From an optimization exercise on the open Yosys and OpenROAD flow, aimed at small area, a short achievable clock period and few clock cycles per item; shortcuts taken in it are not production practice. Function was not checked in any run shown here: the RTL went through the layout flow alone. Power figures rest on the tool's default switching activity, not on a simulated workload.

==> flow/design.v <==
module sbox (
    input   wire [5:0] in
    ,output wire [3:0] out
);
        reg [3:0] sup_out;
        assign out = sup_out;
        always_comb
          case (in)
            6'b000000: sup_out = 4'b0010;
            6'b000001: sup_out = 4'b1110;
            6'b000010: sup_out = 4'b1100;
            6'b000011: sup_out = 4'b1011;
            6'b000100: sup_out = 4'b0100;
            6'b000101: sup_out = 4'b0010;
            6'b000110: sup_out = 4'b0001;
            6'b000111: sup_out = 4'b1100;
            6'b001000: sup_out = 4'b0111;
            6'b001001: sup_out = 4'b0100;
            6'b001010: sup_out = 4'b1010;
            6'b001011: sup_out = 4'b0111;
            6'b001100: sup_out = 4'b1011;
            6'b001101: sup_out = 4'b1101;
            6'b001110: sup_out = 4'b0110;
            6'b001111: sup_out = 4'b0001;
            6'b010000: sup_out = 4'b1000;
            6'b010001: sup_out = 4'b0101;
            6'b010010: sup_out = 4'b0101;
            6'b010011: sup_out = 4'b0000;
            6'b010100: sup_out = 4'b0011;
            6'b010101: sup_out = 4'b1111;
            6'b010110: sup_out = 4'b1111;
            6'b010111: sup_out = 4'b1100;
            6'b011000: sup_out = 4'b1101;
            6'b011001: sup_out = 4'b0011;
            6'b011010: sup_out = 4'b0000;
            6'b011011: sup_out = 4'b1001;
            6'b011100: sup_out = 4'b1110;
            6'b011101: sup_out = 4'b1000;
            6'b011110: sup_out = 4'b1001;
            6'b011111: sup_out = 4'b0110;
            6'b100000: sup_out = 4'b0100;
            6'b100001: sup_out = 4'b1011;
            6'b100010: sup_out = 4'b0010;
            6'b100011: sup_out = 4'b1000;
            6'b100100: sup_out = 4'b0001;
            6'b100101: sup_out = 4'b1100;
            6'b100110: sup_out = 4'b1011;
            6'b100111: sup_out = 4'b0111;
            6'b101000: sup_out = 4'b1100;
            6'b101001: sup_out = 4'b0001;
            6'b101010: sup_out = 4'b1101;
            6'b101011: sup_out = 4'b1110;
            6'b101100: sup_out = 4'b0111;
            6'b101101: sup_out = 4'b0010;
            6'b101110: sup_out = 4'b1000;
            6'b101111: sup_out = 4'b1101;
            6'b110000: sup_out = 4'b1111;
            6'b110001: sup_out = 4'b0110;
            6'b110010: sup_out = 4'b1001;
            6'b110011: sup_out = 4'b1111;
            6'b110100: sup_out = 4'b1100;
            6'b110101: sup_out = 4'b0000;
            6'b110110: sup_out = 4'b0101;
            6'b110111: sup_out = 4'b1001;
            6'b111000: sup_out = 4'b0110;
            6'b111001: sup_out = 4'b1100;
            6'b111010: sup_out = 4'b0011;
            6'b111011: sup_out = 4'b0100;
            6'b111100: sup_out = 4'b0000;
            6'b111101: sup_out = 4'b0101;
            6'b111110: sup_out = 4'b1110;
            6'b111111: sup_out = 4'b0011;
        endcase
endmodule
module C6 (
    input   wire [7:0] C6_in
    ,output wire [5:0] C6_out
);
assign C6_out[0] = C6_in[6];
assign C6_out[1] = C6_in[4];
assign C6_out[2] = C6_in[5] ^ C6_in[0];
assign C6_out[3] = C6_in[2];
assign C6_out[4] = C6_in[3];
assign C6_out[5] = C6_in[7] ^ C6_in[1];
endmodule
module M6 (
     input  wire [7:0] a
    ,output wire [5:0] b 
);
assign b[0] = a[5] ^ a[4] ;
assign b[1] = a[6];
assign b[2] = a[7];
assign b[3] = a[0];
assign b[4] = a[1];
assign b[5] = a[3] ^ a[2];
endmodule
module full_hash (
    input wire clk
    ,input wire rst_n
    ,input wire start
    ,input wire [7:0] Byte
    ,input wire End_of_File
    ,input wire F_dr
    ,output wire [0:31] R_h
    ,output wire F_rtr
    ,output wire H_ready
);
    reg  [31:4] g;         
    reg  [3:0]  s;         
    reg         v;         
    reg  [15:0] R_c;       
    reg         done;      
    reg         rdy;       
    wire        xfer = F_dr & rdy;
    wire        start_now = start & (R_c == 16'd0);
    wire        fin = End_of_File & ~done;
    wire [5:0]  m6_out;
    wire [3:0]  s_in;
    wire [5:0]  c6_lo, c6_hi;
    wire [3:0]  s_lo, s_hi;
    M6 modulo_m6 (.a(Byte), .b(m6_out));
    sbox sbox_msg (.in(m6_out), .out(s_in));
    C6 modulo_c6_lo (.C6_in(R_c[7:0]), .C6_out(c6_lo));
    C6 modulo_c6_hi (.C6_in(R_c[15:8]), .C6_out(c6_hi));
    sbox sbox_lo (.in(c6_lo), .out(s_lo));
    sbox sbox_hi (.in(c6_hi), .out(s_hi));
    wire sp01, sp02, sp03, sp12, sp13, sp23;
    assign sp01 = s[0] ^ s[1];
    assign sp02 = s[0] ^ s[2];
    assign sp03 = s[0] ^ s[3];
    assign sp12 = s[1] ^ s[2];
    assign sp13 = s[1] ^ s[3];
    assign sp23 = s[2] ^ s[3];
    wire [31:4] f;
    assign f[4] = g[26] ^ s[3];
    assign f[5] = g[27] ^ s[0];
    assign f[6] = g[24] ^ s[1];
    assign f[7] = ~(g[25] ^ s[2]);
    assign f[8] = g[31] ^ s[0];
    assign f[9] = g[28] ^ s[1];
    assign f[10] = ~(g[29] ^ s[2]);
    assign f[11] = g[30] ^ s[3];
    assign f[12] = g[5] ^ sp01;
    assign f[13] = ~(g[6] ^ sp12);
    assign f[14] = g[7] ^ sp23;
    assign f[15] = g[4] ^ sp03;
    assign f[16] = g[10] ^ sp01;
    assign f[17] = ~(g[11] ^ sp12);
    assign f[18] = g[8] ^ sp23;
    assign f[19] = g[9] ^ sp03;
    assign f[20] = g[15] ^ sp02;
    assign f[21] = ~(g[12] ^ sp13);
    assign f[22] = ~(g[13] ^ sp02);
    assign f[23] = g[14] ^ sp13;
    assign f[24] = g[16] ^ sp02;
    assign f[25] = g[17] ^ sp13;
    assign f[26] = g[18] ^ sp02;
    assign f[27] = g[19] ^ sp13;
    assign f[28] = ~(g[21] ^ sp03);
    assign f[29] = ~(g[22] ^ sp01);
    assign f[30] = g[23] ^ sp12;
    assign f[31] = g[20] ^ sp23;
    wire [31:4] g_step = v ? f : g;
    wire [31:4] g_fin = g_step ^ {20'd0, s_hi & {4{fin}}, s_lo & {4{fin}}};
    always_ff @(posedge clk)
        s <= s_in;
    always_ff @(posedge clk or negedge rst_n)
        if (!rst_n) begin
            g    <= 28'h10DC3AF;
            v    <= 1'b0;
            R_c  <= 16'd0;
            done <= 1'b0;
            rdy  <= 1'b1;
        end else begin
            v    <= xfer;
            if (xfer)
                R_c <= R_c + 16'd1;
            done <= ~start_now & (done | End_of_File);
            rdy  <= start_now | (rdy & ~End_of_File);
            g    <= start_now ? 28'h10DC3AF : g_fin;
        end
    assign F_rtr = rdy;
    assign H_ready = done;
    assign R_h[3] = g[4];
    assign R_h[2] = g[5];
    assign R_h[1] = g[6];
    assign R_h[0] = g[7];
    assign R_h[7] = g[8];
    assign R_h[6] = g[9];
    assign R_h[5] = g[10];
    assign R_h[4] = g[11];
    assign R_h[11] = g[15];
    assign R_h[10] = g[12];
    assign R_h[9] = g[13];
    assign R_h[8] = g[14];
    assign R_h[15] = g[19];
    assign R_h[14] = g[16];
    assign R_h[13] = g[17];
    assign R_h[12] = g[18];
    assign R_h[19] = g[22];
    assign R_h[18] = g[23];
    assign R_h[17] = g[20];
    assign R_h[16] = g[21];
    assign R_h[23] = g[26];
    assign R_h[22] = g[27];
    assign R_h[21] = g[24];
    assign R_h[20] = g[25];
    assign R_h[27] = g[29];
    assign R_h[26] = g[30];
    assign R_h[25] = g[31];
    assign R_h[24] = g[28];
    assign R_h[31] = ~g[5];
    assign R_h[30] = g[6];
    assign R_h[29] = g[7];
    assign R_h[28] = g[4];
endmodule
==> flow/run.sh <==
#!/bin/bash
# synth_recipe.tcl (not shown) runs the flow's synth.tcl, then flattens the netlist and writes it again
# the make line also repeats each setting of config.mk as NAME=value (left out here)
make -C /OpenROAD-flow-scripts/flow DESIGN_CONFIG=/design/flow/config.mk WORK_HOME=/design/flow/orfs CLKGATE_MAP_FILE= SYNTH_SCRIPT=/design/flow/synth_recipe.tcl finish
==> flow/config.mk <==
export PLATFORM = sky130hd
export DESIGN_NAME = full_hash
export DESIGN_NICKNAME = full_hash
export VERILOG_FILES = /design/flow/design.v
export SDC_FILE = /design/flow/constraint.sdc
export NUM_CORES = 4
export LEC_CHECK = 0
export CAP_MARGIN = 20
export CORE_MARGIN = 2
export CORE_UTILIZATION = 40
export PLACE_DENSITY = 0.6
export SLEW_MARGIN = 20
==> flow/constraint.sdc <==
create_clock -name core_clock -period 5.0 [get_ports {clk}]
set_input_delay 1.0000 -clock core_clock [delete_from_list [all_inputs] [get_ports {clk}]]
set_output_delay 1.0000 -clock core_clock [all_outputs]
set_load 0.01 [all_outputs]
==> results of run 1 <==
-- placed cells by master (no fill, tap or decap), types with 4 or more instances in the layout --
master | netlist | final
nor2b_1 | 4 | 4
dfxtp_1 | 4 | 4
buf_4 | 5 | 4
xnor2_1 | 50 | 50
dfrtp_1 | 32 | 32
clkbuf_16 | 0 | 5
ha_1 | 26 | 26
mux2i_1 | 30 | 30
clkdlybuf4s50_1 | 0 | 45
xor2_1 | 15 | 15
o21ai_0 | 38 | 38
nor4b_1 | 4 | 4
inv_1 | 25 | 25
dfstp_2 | 15 | 15
nor3_1 | 4 | 4
nor2_1 | 38 | 38
nand2_1 | 55 | 55
a211oi_1 | 10 | 10
o211ai_1 | 8 | 8
mux4_2 | 15 | 15
a21oi_1 | 15 | 15
nand3_1 | 11 | 11
-- worst paths after layout --
path / to / slack, ns / cells after the start
setup / recovery: s[2] / 1.86 / 7
hold / removal: rdy / 0.48 / 2
setup reg to reg: g[11] / 2.20 / 8
hold reg to reg: rdy / 0.48 / 2
max in group asynchronous: g[29] / 3.79 / 2
min in group asynchronous: R_c[15] / 0.79 / 2
-- cell families after synthesis --
group	after synthesis
AO/OA/AOI/OAI	95
XOR/XNOR	69
adder cells (fa/ha/maj)	26
buffers and inverters	62
flip-flops	51
multiplexers	49
AND/OR/NAND/NOR	141
-- critical path: cells and delay by family --
kind            cells  cell delay [ns]
xor+xnor            1             0.39
compound gates      2             0.46
fa+ha+maj           1             0.31
buf+inv             2             0.66
mux                 1             0.48
-- stage by stage --
stage               utilization  area (µm²)
CTS                       0.473        5170
floorplan                     -        4510
finish                    0.473        5170
global route              0.473        5170
detailed placement        0.458        5000
global placement          0.458        5000
-- sequential cells by signal, summed over array words and instances, names as in the netlist --
name  cells
s         4
done      1
rdy       1
g        28
R_c      16
v         1
-- routing by layer --
layer / share of wire / GRT usage
met5: 0 / 0
met4: 0.016 / 0.0518
met1: 0.47 / 0.249
met2: 0.49 / 0.301
met3: 0.026 / 0.0153
-- area by class of cell --
| type | instances | area (µm²) |
|---|---|---|
| fill | 1050 | 5760 |
| multi-input combinational | 380 | 2970 |
| sequential | 51 | 1270 |
| timing repair buffer | 50 | 485 |
| tap | 140 | 175 |
| clock buffer | 5 | 125 |
| inverter | 25 | 93.8 |
| clock inverter | 3 | 46.3 |
-- power by group through the flow --
stage	registers, mW	clock network [mW]	logic, mW
after global placement	0.592	0	0.548
after global routing	0.596	0.417	0.611
after CTS	0.586	0.405	0.555
after floorplan	0.585	0	0.345
final	0.584	0.393	0.550
after detailed placement	0.594	0	0.552
==> impl_metrics.env, run 1 <==
export IMPL_cts_tree="built"
export IMPL_place_ws_ns=1.56
export IMPL_cp_required_ns=5.16
export IMPL_cap_violations=0
export IMPL_r2r_start="R_c[12]"
export IMPL_clk_latency_ns=0.29
export IMPL_cts_root_buffer="clkbuf_16"
export IMPL_instances_no_fill=654
export IMPL_power_frac_comb=0.360
export IMPL_hold_buffers=0
export IMPL_cellInternalPower_mw=1.04
export IMPL_startpoint_type="input port"
export IMPL_numCtsBuffers=5
export IMPL_final_max_slew_violation_count=0
export IMPL_die_h_um=110
export IMPL_fin_nets=552
export IMPL_wl_per_cell_um=15.9
export IMPL_crit_start="Byte[5]"
export IMPL_outcome="complete, no violations"
export IMPL_clock_fmax_mhz=319
export IMPL_drt_vias_per_instance=5.48
export IMPL_synth_compound_area_share=0.136
export IMPL_grt_pass1_vias=3479
export IMPL_syn_to_final_growth_pct=14.7
export IMPL_syn_nets=532
export IMPL_synth_seq_cells=51
export IMPL_first_iter_violations=314
export IMPL_yosysWarnings=2
export IMPL_cts_sinks=51
export IMPL_postRouteAntennaNets=0
export IMPL_fin_crit_ns=3.14
export IMPL_synth_area_mm2=0.00451
export IMPL_dp_cells=646
export IMPL_fp_coreArea_mm2=0.0109
export IMPL_antennaDiodeCount=0
export IMPL_clk_pin_slew_ns=0.07
export IMPL_end_kind="register"
export IMPL_fin_setup_tns_ns=0
export IMPL_cp_slowest_stage_delay_ns=0.48
export IMPL_muxShareOfSynthArea=0.158
export IMPL_synth_seq_area_share=0.283
export IMPL_place_congestion=0.912
export IMPL_cp_max_fo=6
export IMPL_num_rows=38
export IMPL_synth_area_leaders="dfrtp_1, xnor2_1, dfstp_2"
export IMPL_setup_worst_path_class="input port to register"
export IMPL_via_count=3585
export IMPL_switching_share=0.320
export IMPL_io_buffer_count=46
export IMPL_io_pins=47
export IMPL_grt_antenna_before_repair=0
export IMPL_post_synth_fa_ha_maj_area_fraction=0.0721
export IMPL_wirelength_um=10400
export IMPL_synth_most_common_cell="nand2_1"
export IMPL_drt_first_pass_iters=4
export IMPL_synthXorXnorAreaFrac=0.148
export IMPL_hold_class="register to register"
export IMPL_grt_usage=0.180
export IMPL_dp_hpwl_um=7610
export IMPL_synth_edf_count=0
export IMPL_dieArea_mm2=0.0121
export IMPL_synth_top_family_by_area="multiplexers"
export IMPL_synth_top_area_cell="dfrtp_1"
export IMPL_fin_hold_ws_ns=0.481
export IMPL_crit_arrival_ns=3.30
export IMPL_grt_max_degree=48
export IMPL_grt_overflow_total=0
export IMPL_synth_ff_type="dfrtp_1"
export IMPL_clkPwrFrac=0.257
export IMPL_cts_htree_levels=2
export IMPL_skew_ns=0.0107
export IMPL_seqPwrFrac=0.383
export IMPL_max_slew_margin_rel=0.278
export IMPL_drive_above_1_share=0.107
export IMPL_synth_top_area_share=0.177
export IMPL_async_reset_ff_frac=0.922
export IMPL_syn_avg_cell_area_um2=9.15
export IMPL_worstMarginPinSlew_ns=1.07
export IMPL_initial_core_util=0.413
export IMPL_synth_cell_types=57
export IMPL_slowest_stage="mux4_2"
export IMPL_ctsResizeCount=0
export IMPL_ir_drop_mv=0.203
export IMPL_grt_pass1_wl_um=17500
export IMPL_rsz0062_at_grt="false"
export IMPL_final_period_utilization=0.628
export IMPL_cp_cell_sequence="clkdlybuf4s50_1 > xor2_1 > inv_1 > ha_1 > o311ai_0 > o21ai_0 > mux4_2"
export IMPL_die_x_um=110
export IMPL_power_density_mw_per_mm2=295
export IMPL_postCtsSetupBuffers=0
export IMPL_switchingPower_mw=0.489
export IMPL_synth_cells=493
export IMPL_hold_viol_final=0
export IMPL_holdCritStartpoint="rdy"
export IMPL_leakage_nw=2.00
export IMPL_drcViolationCount=0
export IMPL_cts_buffer_depth=2
export IMPL_setup_viol=0
export IMPL_synthSimpleGateAreaFrac=0.144
export IMPL_synthTopCellsByCount="nand2_1, xnor2_1, nor2_1, o21ai_0, dfrtp_1"
export IMPL_total_power_mw=1.53
export IMPL_worst_slack_ns=1.86
==> run 2, diff against run 1 <==
--- a/flow/design.v
+++ b/flow/design.v
@@ -109,21 +109,19 @@
     reg  [3:0]  s;         
     reg         v;         
     reg  [15:0] R_c;       
+    reg         fin;       
     reg         done;      
     reg         rdy;       
     wire        xfer = F_dr & rdy;
     wire        start_now = start & (R_c == 16'd0);
-    wire        fin = End_of_File & ~done;
     wire [5:0]  m6_out;
-    wire [3:0]  s_in;
     wire [5:0]  c6_lo, c6_hi;
-    wire [3:0]  s_lo, s_hi;
+    wire [3:0]  s_out;
+    wire [5:0]  c6_sel = fin ? c6_hi : c6_lo;
     M6 modulo_m6 (.a(Byte), .b(m6_out));
-    sbox sbox_msg (.in(m6_out), .out(s_in));
     C6 modulo_c6_lo (.C6_in(R_c[7:0]), .C6_out(c6_lo));
     C6 modulo_c6_hi (.C6_in(R_c[15:8]), .C6_out(c6_hi));
-    sbox sbox_lo (.in(c6_lo), .out(s_lo));
-    sbox sbox_hi (.in(c6_hi), .out(s_hi));
+    sbox modulo_sbox (.in(F_dr ? m6_out : c6_sel), .out(s_out));
     wire sp01, sp02, sp03, sp12, sp13, sp23;
     assign sp01 = s[0] ^ s[1];
     assign sp02 = s[0] ^ s[2];
@@ -160,24 +158,25 @@
     assign f[29] = ~(g[22] ^ sp01);
     assign f[30] = g[23] ^ sp12;
     assign f[31] = g[20] ^ sp23;
-    wire [31:4] g_step = v ? f : g;
-    wire [31:4] g_fin = g_step ^ {20'd0, s_hi & {4{fin}}, s_lo & {4{fin}}};
+    wire [31:4] g_fold = g ^ {20'd0, s_out & {4{fin}}, s & {4{fin}}};
     always_ff @(posedge clk)
-        s <= s_in;
+        s <= s_out;
     always_ff @(posedge clk or negedge rst_n)
         if (!rst_n) begin
             g    <= 28'h10DC3AF;
             v    <= 1'b0;
             R_c  <= 16'd0;
+            fin  <= 1'b0;
             done <= 1'b0;
             rdy  <= 1'b1;
         end else begin
             v    <= xfer;
             if (xfer)
                 R_c <= R_c + 16'd1;
-            done <= ~start_now & (done | End_of_File);
+            fin  <= rdy & End_of_File;
+            done <= ~start_now & (done | fin);
             rdy  <= start_now | (rdy & ~End_of_File);
-            g    <= start_now ? 28'h10DC3AF : g_fin;
+            g    <= start_now ? 28'h10DC3AF : v ? f : g_fold;
         end
     assign F_rtr = rdy;
     assign H_ready = done;
==> run 2 against run 1 <==
Register-to-register slack worse by 0.80 ns. Fmax fell by 17%. Area after synthesis down 21%. Synthesized cell count down 22%. Total power is 55% higher. Critical path type unchanged. First-iteration DRC count decreased by 36%. Still clean on timing, DRC and antenna. Sequential share of layout area up 6.6 points.
==> impl_metrics.env, run 2 <==
export IMPL_syn_nets=410
export IMPL_fin_crit_ns=3.78
export IMPL_max_slew_margin_rel=0.434
export IMPL_initial_core_util=0.411
export IMPL_wl_per_cell_um=17.3
export IMPL_final_period_utilization=0.756
export IMPL_hold_buffers=0
export IMPL_skew_ns=0.0118
export IMPL_io_buffer_count=46
export IMPL_synthTopCellsByCount="nand2_1, xnor2_1, dfrtp_1, nor2_1, xor2_1"
export IMPL_die_x_um=98.7
export IMPL_final_cell_mix="clkdlybuf4s50_1, nand2_1, xnor2_1"
export IMPL_busiest_layer="met2"
export IMPL_synth_cell_types=69
export IMPL_synthXorXnorAreaFrac=0.151
export IMPL_r2r_start="fin"
export IMPL_clock_fmax_mhz=264
export IMPL_worst_slack_ns=1.22
export IMPL_first_iter_violations=202
export IMPL_synth_top_area_share=0.230
export IMPL_numCtsBuffers=5
export IMPL_grt_antenna_before_repair=0
export IMPL_ctsResizeCount=0
export IMPL_grt_overflow_total=0
export IMPL_synth_area_mm2=0.00359
export IMPL_power_density_mw_per_mm2=571
export IMPL_largest_register_ffs=28
export IMPL_grt_max_degree=49
export IMPL_clk_pin_slew_ns=0.10
export IMPL_slowest_stage="mux2i_1"
export IMPL_postCtsSetupBuffers=0
export IMPL_synth_ff_type="dfrtp_1"
export IMPL_syn_avg_cell_area_um2=9.27
export IMPL_fp_coreArea_mm2=0.00872
export IMPL_drcViolationCount=0
export IMPL_grt_use_met2=0.298
export IMPL_instances_no_fill=527
export IMPL_synth_compound_area_share=0.180
export IMPL_drive_above_1_share=0.112
export IMPL_synth_top_family_by_area="compound AO/OA/AOI/OAI gates"
export IMPL_mostFrequentLayoutCell="clkdlybuf4s50_1"
export IMPL_r2r_end="g[8]"
export IMPL_syn_to_final_growth_pct=16.0
export IMPL_leakage_nw=1.63
export IMPL_hold_viol_final=0
export IMPL_synth_most_common_cell="nand2_1"
export IMPL_holdCritStartpoint="done"
export IMPL_synthSimpleGateAreaFrac=0.166
export IMPL_synth_cells=387
export IMPL_cp_required_ns=5.21
export IMPL_dp_hpwl_um=6620
export IMPL_via_count=2959
export IMPL_ff2ff_setup_slack_ns=1.40
export IMPL_top_regs="g x28, R_c x16, s x4"
export IMPL_num_rows=34
export IMPL_synth_edf_count=0
export IMPL_fin_setup_tns_ns=0
export IMPL_wirelength_um=9110
export IMPL_cts_htree_levels=2
export IMPL_antennaDiodeCount=0
export IMPL_cts_root_buffer="clkbuf_8"
export IMPL_async_reset_ff_frac=0.923
export IMPL_ff2ff_path_depth=9
export IMPL_setup_viol=0
export IMPL_cts_sinks=52
export IMPL_io_pins=47
export IMPL_startpoint_type="input port"
export IMPL_hold_path_end="done"
export IMPL_postRouteAntennaNets=0
export IMPL_final_max_slew_violation_count=0
export IMPL_fin_hold_ws_ns=0.529
export IMPL_cp_cell_sequence="clkdlybuf4s50_1 > buf_4 > inv_2 > mux2i_1 > ha_1 > o211ai_1 > o21ai_0 > a21oi_1 > a22o_1 > or2_4 > a311o_1"
export IMPL_end_kind="register"
export IMPL_ir_drop_mv=0.295
export IMPL_use_met1=0.285
export IMPL_setup_worst_path_class="input port to register"
export IMPL_place_congestion=0.915
export IMPL_muxShareOfSynthArea=0.0523
export IMPL_die_h_um=98.7
export IMPL_met3_usage=0.0291
export IMPL_holdPathStages=2
export IMPL_synth_seq_cells=52
export IMPL_place_ws_ns=0.872
export IMPL_grt_usage=0.194
export IMPL_synth_seq_area_share=0.363
export IMPL_cp_slowest_stage_delay_ns=0.60
export IMPL_grt_pass1_wl_um=15100
export IMPL_fin_nets=441
export IMPL_rsz0062_at_grt="false"
export IMPL_grt_pass1_vias=2906
export IMPL_cts_buffer_depth=2
export IMPL_regMostFlops="g"
export IMPL_drt_first_pass_iters=4
export IMPL_hold_class="register to register"
export IMPL_outcome="complete, no violations"
export IMPL_clk_latency_ns=0.32
export IMPL_synth_area_leaders="dfrtp_1, dfstp_2, xnor2_1"
export IMPL_post_synth_fa_ha_maj_area_fraction=0.0349
export IMPL_dieArea_mm2=0.00974
export IMPL_synth_top_area_cell="dfrtp_1"
export IMPL_worstMarginPinSlew_ns=0.849
export IMPL_yosysWarnings=2
export IMPL_cts_tree="built"
export IMPL_drt_vias_per_instance=5.61
export IMPL_crit_arrival_ns=3.99
export IMPL_cap_violations=0
export IMPL_cp_max_fo=18
export IMPL_dp_cells=519
## run 2: worst max-delay path by stage
stage,end,depth (start not counted),from,slack [ns]
floorplan,g[8],11,F_dr,1.60
global placement,g[8],11,F_dr,0.81
detailed placement,g[8],11,F_dr,0.87
CTS,g[8],11,F_dr,1.21
global route,g[11],12,F_dr,0.96
finish,g[8],11,F_dr,1.22
## run 2: report_power, final
group | leakage (nW) | internal (mW) | switching, mW | total, mW
clock network | 0.0445 | 0.0998 | 0.153 | 0.252
logic | 0.958 | 0.655 | 0.644 | 1.30
registers | 0.625 | 0.599 | 0.224 | 0.823
total | 1.63 | 1.35 | 1.02 | 2.37
## run 2: final cells by class
type / instances / area, µm²
multi-input combinational: 296 / 2100
clock buffer: 5 / 68.8
fill: 824 / 4560
timing repair buffer: 51 / 493
sequential: 52 / 1300
clock inverter: 3 / 21.3
tap: 108 / 135
inverter: 12 / 45.0
## run 2: worst max-delay path: cells and delay by family
family / cells / cell delay, ns
AOI/OAI and AO/OA: 5 / 0.96
adders and majority gates: 1 / 0.42
buffers and inverters: 3 / 0.76
muxes: 1 / 0.60
and+or+nand+nor: 1 / 0.23
## run 2: kinds of logic (layout without fill, tap and decap cells)
group | after synthesis | count (layout)
AO/OA/AOI/OAI | 84 | 84
XOR/XNOR | 60 | 60
adder cells (fa/ha/maj) | 10 | 10
buffers and inverters | 39 | 71
flip-flops | 52 | 52
multiplexers | 18 | 18
AND/OR/NAND/NOR | 124 | 124
## run 2: stage by stage
stage | total power, mW | util | instance area (µm²)
after CTS | 2.39 | 0.477 | 4160
after global placement | 2.13 | 0.467 | 4070
after detailed placement | 2.13 | 0.467 | 4070
after floorplan | 1.69 | - | 3590
final | 2.37 | 0.477 | 4160
after global routing | 2.56 | 0.477 | 4160
## run 2: per-layer routing
layer  up-vias  part of all wire
met5         -                 0
met1      1442              0.47
li1       1420                 -
met4         0             0.019
met2        82              0.46
met3        15             0.058
==> run 3, diff against run 2 <==
--- a/flow/config.mk
+++ b/flow/config.mk
@@ -5,8 +5,10 @@
 export SDC_FILE = /design/flow/constraint.sdc
 export NUM_CORES = 4
 export LEC_CHECK = 0
+export ABC_CLOCK_PERIOD_IN_PS = 1700
 export CAP_MARGIN = 20
 export CORE_MARGIN = 2
 export CORE_UTILIZATION = 40
 export PLACE_DENSITY = 0.6
+export SETUP_SLACK_MARGIN = 3.3
 export SLEW_MARGIN = 20
==> run 3 against run 2 <==
Largest cell class unchanged. Setup slack better by 1.0 ns. Core utilization up 11 points. Sequential cell count unchanged. Global-route usage up 1.7 points. Hold slack worse by 0.0083 ns. Wire length up 13%. Fmax up 36%.
==> impl_metrics.env, run 3 <==
export IMPL_synth_area_mm2=0.00359
export IMPL_num_rows=34
export IMPL_die_x_um=98.7
export IMPL_use_met1=0.297
export IMPL_outcome="complete, no violations"
export IMPL_grt_overflow_total=0
export IMPL_end_kind="register"
export IMPL_clock_fmax_mhz=360
export IMPL_setup_viol=0
export IMPL_synth_seq_area_share=0.363
export IMPL_dp_cells=518
export IMPL_cellInternalPower_mw=1.65
export IMPL_final_max_slew_violation_count=0
export IMPL_first_iter_violations=150
export IMPL_skew_ns=0.0153
export IMPL_switchingPower_mw=1.13
export IMPL_startpoint_type="input port"
export IMPL_synth_top_area_share=0.230
export IMPL_cp_required_ns=5.19
export IMPL_cp_max_fo=8
export IMPL_synth_edf_count=0
export IMPL_met3_usage=0.0270
export IMPL_holdCritStartpoint="done"
export IMPL_cts_htree_levels=2
export IMPL_grt_usage=0.211
export IMPL_grt_use_met2=0.337
export IMPL_leakage_nw=2.18
export IMPL_initial_core_util=0.411
export IMPL_seqPwrFrac=0.277
export IMPL_regMostFlops="g"
export IMPL_io_buffer_count=46
export IMPL_via_count=3294
export IMPL_busiest_layer="met2"
export IMPL_drt_first_pass_iters=4
export IMPL_grt_antenna_before_repair=0
export IMPL_fin_nets=519
export IMPL_cts_buffer_depth=2
export IMPL_final_period_utilization=0.555
export IMPL_final_core_util=0.591
export IMPL_clk_latency_ns=0.31
export IMPL_synth_seq_cells=52
export IMPL_total_power_mw=2.79
export IMPL_grt_pass1_vias=3262
export IMPL_drt_vias_per_instance=5.44
export IMPL_fin_crit_ns=2.78
export IMPL_syn_avg_cell_area_um2=9.27
export IMPL_synth_ff_type="dfrtp_1"
export IMPL_wl_per_cell_um=17.1
export IMPL_mostFrequentLayoutCell="buf_4"
export IMPL_synth_cells=387
export IMPL_synthTopCellsByCount="nand2_1, xnor2_1, dfrtp_1, nor2_1, xor2_1"
export IMPL_worstMarginPinSlew_ns=0.808
export IMPL_power_frac_comb=0.613
export IMPL_r2r_start="fin"
export IMPL_yosysWarnings=2
export IMPL_hold_class="register to register"
export IMPL_wirelength_um=10300
export IMPL_grt_max_degree=51
export IMPL_drcViolationCount=0
export IMPL_antennaDiodeCount=0
export IMPL_fp_coreArea_mm2=0.00872
export IMPL_synth_cell_types=69
export IMPL_syn_to_final_growth_pct=43.7
export IMPL_max_slew_margin_rel=0.446
export IMPL_grt_pass1_wl_um=16600
export IMPL_final_cell_mix="buf_4, xnor2_1, nand2_1"
export IMPL_hold_viol_final=0
export IMPL_synth_most_common_cell="nand2_1"
export IMPL_power_density_mw_per_mm2=541
export IMPL_drive_above_1_share=0.431
export IMPL_clk_pin_slew_ns=0.09
export IMPL_cap_violations=0
export IMPL_async_reset_ff_frac=0.923
export IMPL_die_h_um=98.7
export IMPL_postRouteAntennaNets=0
export IMPL_numCtsBuffers=5
export IMPL_crit_arrival_ns=2.97
export IMPL_ir_drop_mv=0.240
export IMPL_instances_no_fill=605
export IMPL_cts_root_buffer="clkbuf_8"
export IMPL_syn_nets=410
export IMPL_hold_buffers=0
export IMPL_top_regs="g x28, R_c x16, s x4"
export IMPL_setup_worst_path_class="input port to register"
export IMPL_dp_hpwl_um=6440
export IMPL_cts_sinks=52
export IMPL_rsz0062_at_grt="true"
export IMPL_fin_setup_tns_ns=0
export IMPL_switching_share=0.407
export IMPL_synth_top_area_cell="dfrtp_1"
export IMPL_largest_register_ffs=28
export IMPL_clkPwrFrac=0.110
export IMPL_fill_cells=752
export IMPL_crit_start="Byte[1]"
export IMPL_io_pins=47
export IMPL_cts_tree="built"
export IMPL_synth_area_leaders="dfrtp_1, dfstp_2, xnor2_1"
export IMPL_place_congestion=0.911
export IMPL_dieArea_mm2=0.00974
## run 3: cell counts after synthesis
Identical to the previous run, type by type.
## run 3: repair_timing
action	in CTS	in global routing
gates resized for setup	220	35
pin swaps	26	16
buffers inserted	54	23
gates cloned	1	1
setup endpoints to repair	85	63
## run 3: cell families after synthesis
| group | Yosys count | synth area share |
|---|---|---|
| AOI/OAI and AO/OA | 84 | 0.180 |
| adders and majority gates | 10 | 0.0349 |
| muxes | 18 | 0.0523 |
| buffers and inverters | 39 | 0.0530 |
| DFF | 52 | 0.363 |
| and+or+nand+nor | 124 | 0.166 |
| xor gates and xnor gates | 60 | 0.151 |
## run 3: final cells by class
| type | instances | area, µm² | share of cell area |
|---|---|---|---|
| multi-input combinational | 296 | 2400 | 0.465 |
| sequential | 52 | 1310 | 0.253 |
| timing repair buffer | 129 | 1140 | 0.222 |
| tap | 108 | 135 | 0.0262 |
| clock buffer | 6 | 82.6 | 0.0160 |
| inverter | 12 | 52.6 | 0.0102 |
| clock inverter | 2 | 38.8 | 0.00753 |
## run 3: layer usage
layer	vias to the layer above	routed length (µm)
met5	-	0
met4	0	223
met3	18	358
met2	74	4990
met1	1618	4770
li1	1584	-
## run 3: path summary, 6_finish.rpt
check | endpoint | slack, ns | cells past startpoint
max | g[8] | 2.22 | 7
min reg2reg | done | 0.52 | 2
max in group asynchronous | fin | 3.75 | 2
min in group asynchronous | R_c[11] | 0.77 | 2
max reg2reg | g[8] | 2.24 | 7
min | done | 0.52 | 2
## run 3: critical path, stage by stage
cell and delay (ns):
clkdlybuf4s50_1 0.46, nand2_1 0.09, o21ai_1 0.39, a211oi_1 0.21, a22o_1 0.30, or2_4 0.26, a311o_1 0.25
## run 3: through the flow
stage | hold WS [ns] | area (µm²) | worst slack [ns]
after floorplan | 0.486 | 3710 | 1.98
after global placement | 0.499 | 4140 | 0.893
after detailed placement | 0.488 | 4140 | 0.936
after CTS | 0.529 | 4790 | 2.17
after global routing | 0.555 | 5150 | 2.13
final | 0.521 | 5150 | 2.22
## run 3: power by group through the flow
stage               clock network (mW)  logic (mW)  registers (mW)
floorplan                            0       0.967           0.762
global placement                     0        1.34           0.805
detailed placement                   0        1.34           0.810
CTS                              0.319        1.61           0.762
global route                     0.331        1.87           0.792
finish                           0.307        1.71           0.771
==> run 4, diff against run 3 <==
--- a/flow/design.v
+++ b/flow/design.v
@@ -110,10 +110,12 @@
     reg         v;         
     reg  [15:0] R_c;       
     reg         fin;       
+    reg         fin2;      
     reg         done;      
     reg         rdy;       
     wire        xfer = F_dr & rdy;
-    wire        start_now = start & (R_c == 16'd0);
+    wire        hi_zero = (R_c[15:8] == 8'd0);
+    wire        start_now = start & hi_zero & (R_c[7:0] == 8'd0);
     wire [5:0]  m6_out;
     wire [5:0]  c6_lo, c6_hi;
     wire [3:0]  s_out;
@@ -158,7 +160,8 @@
     assign f[29] = ~(g[22] ^ sp01);
     assign f[30] = g[23] ^ sp12;
     assign f[31] = g[20] ^ sp23;
-    wire [31:4] g_fold = g ^ {20'd0, s_out & {4{fin}}, s & {4{fin}}};
+    wire        fin_short = fin & hi_zero;
+    wire [31:4] g_fold = g ^ {20'd0, s & {4{fin2}} | {2'b00, fin_short, 1'b0}, s & {4{fin}}};
     always_ff @(posedge clk)
         s <= s_out;
     always_ff @(posedge clk or negedge rst_n)
@@ -167,6 +170,7 @@
             v    <= 1'b0;
             R_c  <= 16'd0;
             fin  <= 1'b0;
+            fin2 <= 1'b0;
             done <= 1'b0;
             rdy  <= 1'b1;
         end else begin
@@ -174,7 +178,8 @@
             if (xfer)
                 R_c <= R_c + 16'd1;
             fin  <= rdy & End_of_File;
-            done <= ~start_now & (done | fin);
+            fin2 <= fin & ~hi_zero;
+            done <= ~start_now & (done | fin_short | fin2);
             rdy  <= start_now | (rdy & ~End_of_File);
             g    <= start_now ? 28'h10DC3AF : v ? f : g_fold;
         end
--- a/flow/config.mk
+++ b/flow/config.mk
@@ -5,7 +5,6 @@
 export SDC_FILE = /design/flow/constraint.sdc
 export NUM_CORES = 4
 export LEC_CHECK = 0
-export ABC_CLOCK_PERIOD_IN_PS = 1700
 export CAP_MARGIN = 20
 export CORE_MARGIN = 2
 export CORE_UTILIZATION = 40
==> run 4 against run 3 <==
Still clean on timing, DRC and antenna. Setup slack better by 0.44 ns. Fmax is 19% higher. Total power is 5.6% lower. Clock-buffer cell count stayed put. Sequential cell count is 1 higher. Area after synthesis is 4.8% lower. Global-route usage is 0.54 points lower. Wire length is 8.6% lower. Critical endpoint is now s[0]. Largest power group unchanged.
==> impl_metrics.env, run 4 <==
export IMPL_cp_max_fo=5
export IMPL_postRouteAntennaNets=0
export IMPL_holdPathStages=1
export IMPL_synth_area_leaders="dfrtp_1, dfstp_2, xnor2_1"
export IMPL_regMostFlops="g"
export IMPL_ir_drop_mv=0.157
export IMPL_largest_register_ffs=28
export IMPL_fin_setup_tns_ns=0
export IMPL_clk_pin_slew_ns=0.10
export IMPL_cp_required_ns=5.25
export IMPL_die_h_um=96.4
export IMPL_hold_viol_final=0
export IMPL_ff2ff_setup_slack_ns=2.79
export IMPL_fill_cells=710
export IMPL_power_density_mw_per_mm2=550
export IMPL_clock_fmax_mhz=429
export IMPL_wl_per_cell_um=16.5
export IMPL_setup_worst_path_class="input port to register"
export IMPL_cts_buffer_depth=2
export IMPL_hold_buffers=0
export IMPL_clk_latency_ns=0.31
export IMPL_crit_arrival_ns=2.59
export IMPL_worstMarginPinSlew_ns=0.628
export IMPL_max_slew_margin_rel=0.581
export IMPL_antennaDiodeCount=0
export IMPL_syn_to_final_growth_pct=40.1
export IMPL_grt_usage=0.206
export IMPL_fin_crit_ns=2.33
export IMPL_mostFrequentLayoutCell="buf_4"
export IMPL_leakage_nw=2.02
export IMPL_grt_antenna_before_repair=0
export IMPL_synth_top_area_share=0.249
export IMPL_place_congestion=0.945
export IMPL_seqPwrFrac=0.300
export IMPL_synth_seq_area_share=0.388
export IMPL_synth_seq_cells=53
export IMPL_drt_first_pass_iters=5
export IMPL_dp_hpwl_um=5750
export IMPL_numCtsBuffers=5
export IMPL_grt_max_degree=50
export IMPL_cap_violations=0
export IMPL_grt_pass1_wl_um=15100
export IMPL_synth_most_common_cell="nand2_1"
export IMPL_skew_ns=0.0133
export IMPL_via_count=3102
export IMPL_cellInternalPower_mw=1.55
export IMPL_drcViolationCount=0
export IMPL_fin_nets=490
export IMPL_syn_avg_cell_area_um2=9.13
export IMPL_cts_htree_levels=2
export IMPL_final_cell_mix="buf_4, nand2_1, xnor2_1"
export IMPL_syn_nets=397
export IMPL_r2r_start="fin"
export IMPL_io_pins=47
export IMPL_cts_root_buffer="clkbuf_8"
export IMPL_grt_overflow_total=0
export IMPL_fp_coreArea_mm2=0.00826
export IMPL_cts_sinks=53
export IMPL_switching_share=0.412
export IMPL_r2r_end="s[0]"
export IMPL_final_max_slew_violation_count=0
export IMPL_cts_tree="built"
export IMPL_synth_cell_types=47
export IMPL_switchingPower_mw=1.08
export IMPL_outcome="complete, no violations"
export IMPL_total_power_mw=2.63
export IMPL_synth_cells=374
export IMPL_setup_viol=0
export IMPL_synth_top_area_cell="dfrtp_1"
export IMPL_first_iter_violations=132
export IMPL_wirelength_um=9450
export IMPL_startpoint_type="input port"
export IMPL_hold_class="register to register"
export IMPL_holdCritStartpoint="R_c[13]"
export IMPL_die_x_um=96.4
export IMPL_drive_above_1_share=0.402
export IMPL_top_regs="g x28, R_c x16, s x4"
export IMPL_hold_path_end="R_c[13]"
export IMPL_power_frac_comb=0.598
export IMPL_io_buffer_count=46
export IMPL_ff2ff_path_depth=9
export IMPL_synth_ff_type="dfrtp_1"
export IMPL_async_reset_ff_frac=0.925
export IMPL_initial_core_util=0.413
export IMPL_yosysWarnings=2
export IMPL_synth_edf_count=0
export IMPL_drt_vias_per_instance=5.41
export IMPL_rsz0062_at_grt="true"
export IMPL_num_rows=33
export IMPL_end_kind="register"
export IMPL_final_period_utilization=0.466
export IMPL_dieArea_mm2=0.00929
export IMPL_synth_area_mm2=0.00341
export IMPL_synthTopCellsByCount="nand2_1, xnor2_1, dfrtp_1, nor2_1, xor2_1"
export IMPL_grt_pass1_vias=3040
export IMPL_clkPwrFrac=0.102
## run 4: power by group through the flow
stage / Clock [mW] / Combinational (mW) / Sequential (mW)
final: 0.268 / 1.57 / 0.789
after global placement: 0 / 1.22 / 0.826
after detailed placement: 0 / 1.22 / 0.830
after global routing: 0.287 / 1.71 / 0.815
after floorplan: 0 / 0.863 / 0.789
after CTS: 0.275 / 1.48 / 0.786
## run 4: cell type report
type                       instances  area (µm²)  share of cell area
clock inverter                     2        16.3             0.00340
sequential                        53        1340               0.279
multi-input combinational        292        2240               0.469
tap                              105         131              0.0275
inverter                           8        40.0             0.00837
clock buffer                       6        82.6              0.0173
timing repair buffer             107         936               0.196
## run 4: timing repair
action / 4_1_cts / 5_1_grt
endpoints found under the setup margin: 85 / 67
pin swaps: 16 / 11
cloned: 5 / 2
gates resized for setup: 213 / 31
setup buffers: 46 / 11
## run 4: metrics by stage
step	cells	cell area [µm²]	hold WS [ns]	util	setup WS (ns)
6_report	573	4780	0.530	0.579	2.67
5_1_grt	573	4780	0.566	0.579	2.62
4_1_cts	560	4550	0.528	0.550	2.66
3_5_place_dp	501	3950	0.496	0.479	1.65
3_3_place_gp	501	3950	0.484	0.479	1.62
2_1_floorplan	374	3530	0.471	-	2.55
## run 4: how the worst max path moves through the flow
stage / end / startpoint / depth (start not counted)
after floorplan: s[3] / F_dr / 9
after global placement: s[2] / F_dr / 7
after detailed placement: s[2] / F_dr / 8
after CTS: s[2] / Byte[5] / 9
after global routing: s[0] / Byte[5] / 9
final: s[0] / Byte[5] / 9
## run 4: worst max-delay path, cell delays in order
cell and delay [ns]:
buf_6 0.10, xnor2_2 0.13, mux2_4 0.31, ha_4 0.34, buf_4 0.13, mux2i_1 0.06
a221o_1 0.29, o22ai_1 0.12, a211o_1 0.11
## run 4: cell families after synthesis
logic type | synth area share
AND/OR/NAND/NOR | 0.161
AO/OA/AOI/OAI | 0.135
XOR/XNOR | 0.164
flip-flops | 0.388
buffers and inverters | 0.0495
multiplexers | 0.0660
adder cells (fa/ha/maj) | 0.0366
## run 4: metal layers
| layer | routed length (µm) | track usage | vias up |
|---|---|---|---|
| met5 | 0 | 0 | - |
| met4 | 242 | 0.0493 | 0 |
| met3 | 616 | 0.0279 | 24 |
| met2 | 4640 | 0.365 | 140 |
| met1 | 3950 | 0.266 | 1467 |
| li1 | - | - | 1471 |
==> run 5, diff against run 4 <==
==> flow/flow/run.sh (new file) <==
#!/bin/bash
# Standard ORFS layout, with the port buffers made of buf_2 cells instead of
# the cell buffer_ports picks by default (a slow delay buffer).
set -euo pipefail
export BUFFER_PORTS_ARGS="-buffer_cell sky130_fd_sc_hd__buf_2"
bash standard.sh > make.log 2>&1
==> flow/standard.sh (new file) <==
#!/bin/bash
# synth_recipe.tcl (not shown) runs the flow's synth.tcl, then flattens the netlist and writes it again
# the make line also repeats each setting of config.mk as NAME=value (left out here)
make -C /OpenROAD-flow-scripts/flow DESIGN_CONFIG=/design/flow/config.mk WORK_HOME=/design/flow/orfs CLKGATE_MAP_FILE= SYNTH_SCRIPT=/design/flow/synth_recipe.tcl "${@:-finish}"
removed: flow/run.sh
==> run 5 against run 4 <==
Clock-buffer cell count stayed put. First-iteration DRC count rose by 6.1%. Sequential share of layout area increased by 1.6 points. Critical path depth fell by 1. Clock power fell by 7%. Non-clock buffer count fell by 9. Final cell count decreased by 2.1%. Setup slack is essentially flat. Largest cell class unchanged.
==> impl_metrics.env, run 5 <==
export IMPL_outcome="complete, no violations"
export IMPL_use_met1=0.273
export IMPL_largest_register_ffs=28
export IMPL_drive_above_1_share=0.364
export IMPL_drt_first_pass_iters=4
export IMPL_antennaDiodeCount=0
export IMPL_syn_nets=397
export IMPL_syn_to_final_growth_pct=32.1
export IMPL_setup_viol=0
export IMPL_synth_area_mm2=0.00341
export IMPL_top_regs="g x28, R_c x16, s x4"
export IMPL_syn_avg_cell_area_um2=9.13
export IMPL_fin_setup_tns_ns=0
export IMPL_fin_hold_ws_ns=0.532
export IMPL_die_h_um=96.4
export IMPL_io_buffer_count=46
export IMPL_fin_crit_ns=2.33
export IMPL_hold_viol_final=0
export IMPL_first_iter_violations=140
export IMPL_worstMarginPinSlew_ns=0.626
export IMPL_power_density_mw_per_mm2=561
export IMPL_rsz0062_at_grt="true"
export IMPL_yosysWarnings=2
export IMPL_grt_pass1_vias=2875
export IMPL_synth_area_leaders="dfrtp_1, dfstp_2, xnor2_1"
export IMPL_final_period_utilization=0.466
export IMPL_hold_buffers=0
export IMPL_synth_cell_types=47
export IMPL_wirelength_um=8930
export IMPL_max_slew_margin_rel=0.583
export IMPL_drcViolationCount=0
export IMPL_ff2ff_path_depth=6
export IMPL_cap_violations=0
export IMPL_mostFrequentLayoutCell="nand2_1"
export IMPL_clk_pin_slew_ns=0.10
export IMPL_skew_ns=0.0159
export IMPL_numCtsBuffers=5
export IMPL_end_kind="register"
export IMPL_crit_arrival_ns=2.54
export IMPL_grt_pass1_wl_um=14300
export IMPL_grt_antenna_before_repair=0
export IMPL_worst_slack_ns=2.67
export IMPL_num_rows=33
export IMPL_cts_htree_levels=2
export IMPL_io_pins=47
export IMPL_leakage_nw=1.93
export IMPL_cts_buffer_depth=2
export IMPL_synth_seq_area_share=0.388
export IMPL_hold_class="register to register"
export IMPL_cp_max_fo=6
export IMPL_grt_use_met2=0.329
export IMPL_dp_hpwl_um=5680
export IMPL_holdPathStages=1
export IMPL_final_cell_mix="nand2_1, buf_4, xnor2_1"
export IMPL_async_reset_ff_frac=0.925
export IMPL_dieArea_mm2=0.00929
export IMPL_wl_per_cell_um=15.9
export IMPL_synth_top_area_share=0.249
export IMPL_cts_tree="built"
export IMPL_busiest_layer="met2"
export IMPL_grt_usage=0.197
export IMPL_postRouteAntennaNets=0
export IMPL_startpoint_type="input port"
export IMPL_final_max_slew_violation_count=0
export IMPL_via_count=2952
export IMPL_grt_max_degree=50
export IMPL_place_ws_ns=2.21
export IMPL_die_x_um=96.4
export IMPL_fp_coreArea_mm2=0.00826
export IMPL_initial_core_util=0.413
export IMPL_synth_seq_cells=53
export IMPL_synth_most_common_cell="nand2_1"
export IMPL_cts_root_buffer="clkbuf_8"
export IMPL_clk_latency_ns=0.31
export IMPL_synth_cells=374
export IMPL_setup_worst_path_class="input port to register"
export IMPL_ir_drop_mv=0.183
export IMPL_met3_usage=0.0279
export IMPL_dp_cells=501
export IMPL_clock_fmax_mhz=429
export IMPL_fin_nets=478
export IMPL_synth_edf_count=0
export IMPL_regMostFlops="g"
export IMPL_instances_no_fill=561
export IMPL_place_congestion=0.898
export IMPL_synthTopCellsByCount="nand2_1, xnor2_1, dfrtp_1, nor2_1, xor2_1"
export IMPL_cp_required_ns=5.21
export IMPL_synth_top_area_cell="dfrtp_1"
export IMPL_grt_overflow_total=0
export IMPL_drt_vias_per_instance=5.26
export IMPL_synth_ff_type="dfrtp_1"
export IMPL_cts_sinks=53
-- run 5: cell counts after synthesis --
No cell type changed its count.
-- run 5: power by group --
part | switching [mW] | total, mW | leakage, nW | internal [mW]
clock network | 0.150 | 0.250 | 0.0456 | 0.100
registers | 0.166 | 0.781 | 0.629 | 0.615
logic | 0.727 | 1.50 | 1.26 | 0.773
-- run 5: final cells by class --
type	count	area, µm²
well taps	105	131
inverters	8	37.5
repair buffers	98	801
fillers	766	3750
clock inverters	2	13.8
clock buffers	6	72.6
multi-input cells	289	2120
flip-flops and latches	53	1330
-- run 5: repair_timing --
action / CTS / global route
setup endpoints to repair: 81 / 51
resized for setup: 48 / 14
setup buffers: 37 / 12
cloned: 1 / 2
pin swaps: 8 / 9
-- run 5: critical path, cell delays in order --
cell and delay [ns]:
buf_6 0.09, xnor2_2 0.12, mux2_4 0.31, ha_4 0.26, nor2_1 0.20, nand2_1 0.12, o2111a_1 0.14, a211o_1 0.29
-- run 5: metrics by stage --
| step | power, mW | utilization | instance area [µm²] |
|---|---|---|---|
| final | 2.53 | 0.546 | 4510 |
| after floorplan | 1.65 | - | 3530 |
| after global routing | 2.74 | 0.546 | 4510 |
| after global placement | 1.92 | 0.451 | 3730 |
| after detailed placement | 1.93 | 0.451 | 3730 |
| after CTS | 2.46 | 0.526 | 4340 |
-- run 5: path summary, 6_finish.rpt --
path | startpoint | end | slack [ns]
min | R_c[3] | R_c[3] | 0.53
min in group asynchronous | rst_n | g[26] | 0.77
max in group asynchronous | rst_n | fin | 3.75
max | Byte[4] | s[0] | 2.67
max reg2reg | fin | s[0] | 2.79
min reg2reg | R_c[3] | R_c[3] | 0.53
-- run 5: per-layer routing --
metal,vias up,share of wire
met4,0,0.0077
met2,101,0.48
met1,1400,0.46
met3,8,0.050
met5,-,0
li1,1443,-
-- run 5: kinds of logic (layout without fill, tap and decap cells) --
logic type / after synthesis / in the layout / share of synthesized area
buffers and inverters: 34 / 114 / 0.0495
AOI/OAI and AO/OA: 67 / 67 / 0.135
xor gates and xnor gates: 64 / 64 / 0.164
and+or+nand+nor: 124 / 126 / 0.161
adders and majority gates: 10 / 10 / 0.0366
DFF: 53 / 53 / 0.388
muxes: 22 / 22 / 0.0660

-- afterwards: timing with drivers on the ports --
Ports are ideal in the flow. The routed layouts listed here were re-timed in OpenROAD.
Step 1, drivers: a clkbuf_16 drives clk and a buf_2 each remaining input, both assumed.
Step 2 adds t to the input delays and takes it off the output delays; t is the mean of the earliest and latest rising clock arrival at the registers after step 1. Input paths then give back, and output paths get back, about the clock's delay inside the block.
Three values: ideal ports, drivers, drivers and shift; two values: the first two.
| run | t, ns | setup WS [ns] | latest minus earliest clock arrival (ns) |
|---|---|---|---|
| run 1 | 0.321 | 1.861 / 1.873 / 1.552 | 0.011 / 0.011 |
| run 2 | 0.341 | 1.218 / 1.224 / 0.884 | 0.012 / 0.011 |
| run 3 | 0.335 | 2.223 / 2.202 / 1.867 | 0.015 / 0.015 |
| run 4 | 0.337 | 2.668 / 2.572 / 2.236 | 0.013 / 0.013 |
| run 5 | 0.330 | 2.668 / 2.667 / 2.337 | 0.016 / 0.016 |
After both steps every run listed still meets setup and hold. The setup slack of run 4, which loses most, moves by -0.096 ns with the drivers and by -0.432 ns with both steps.
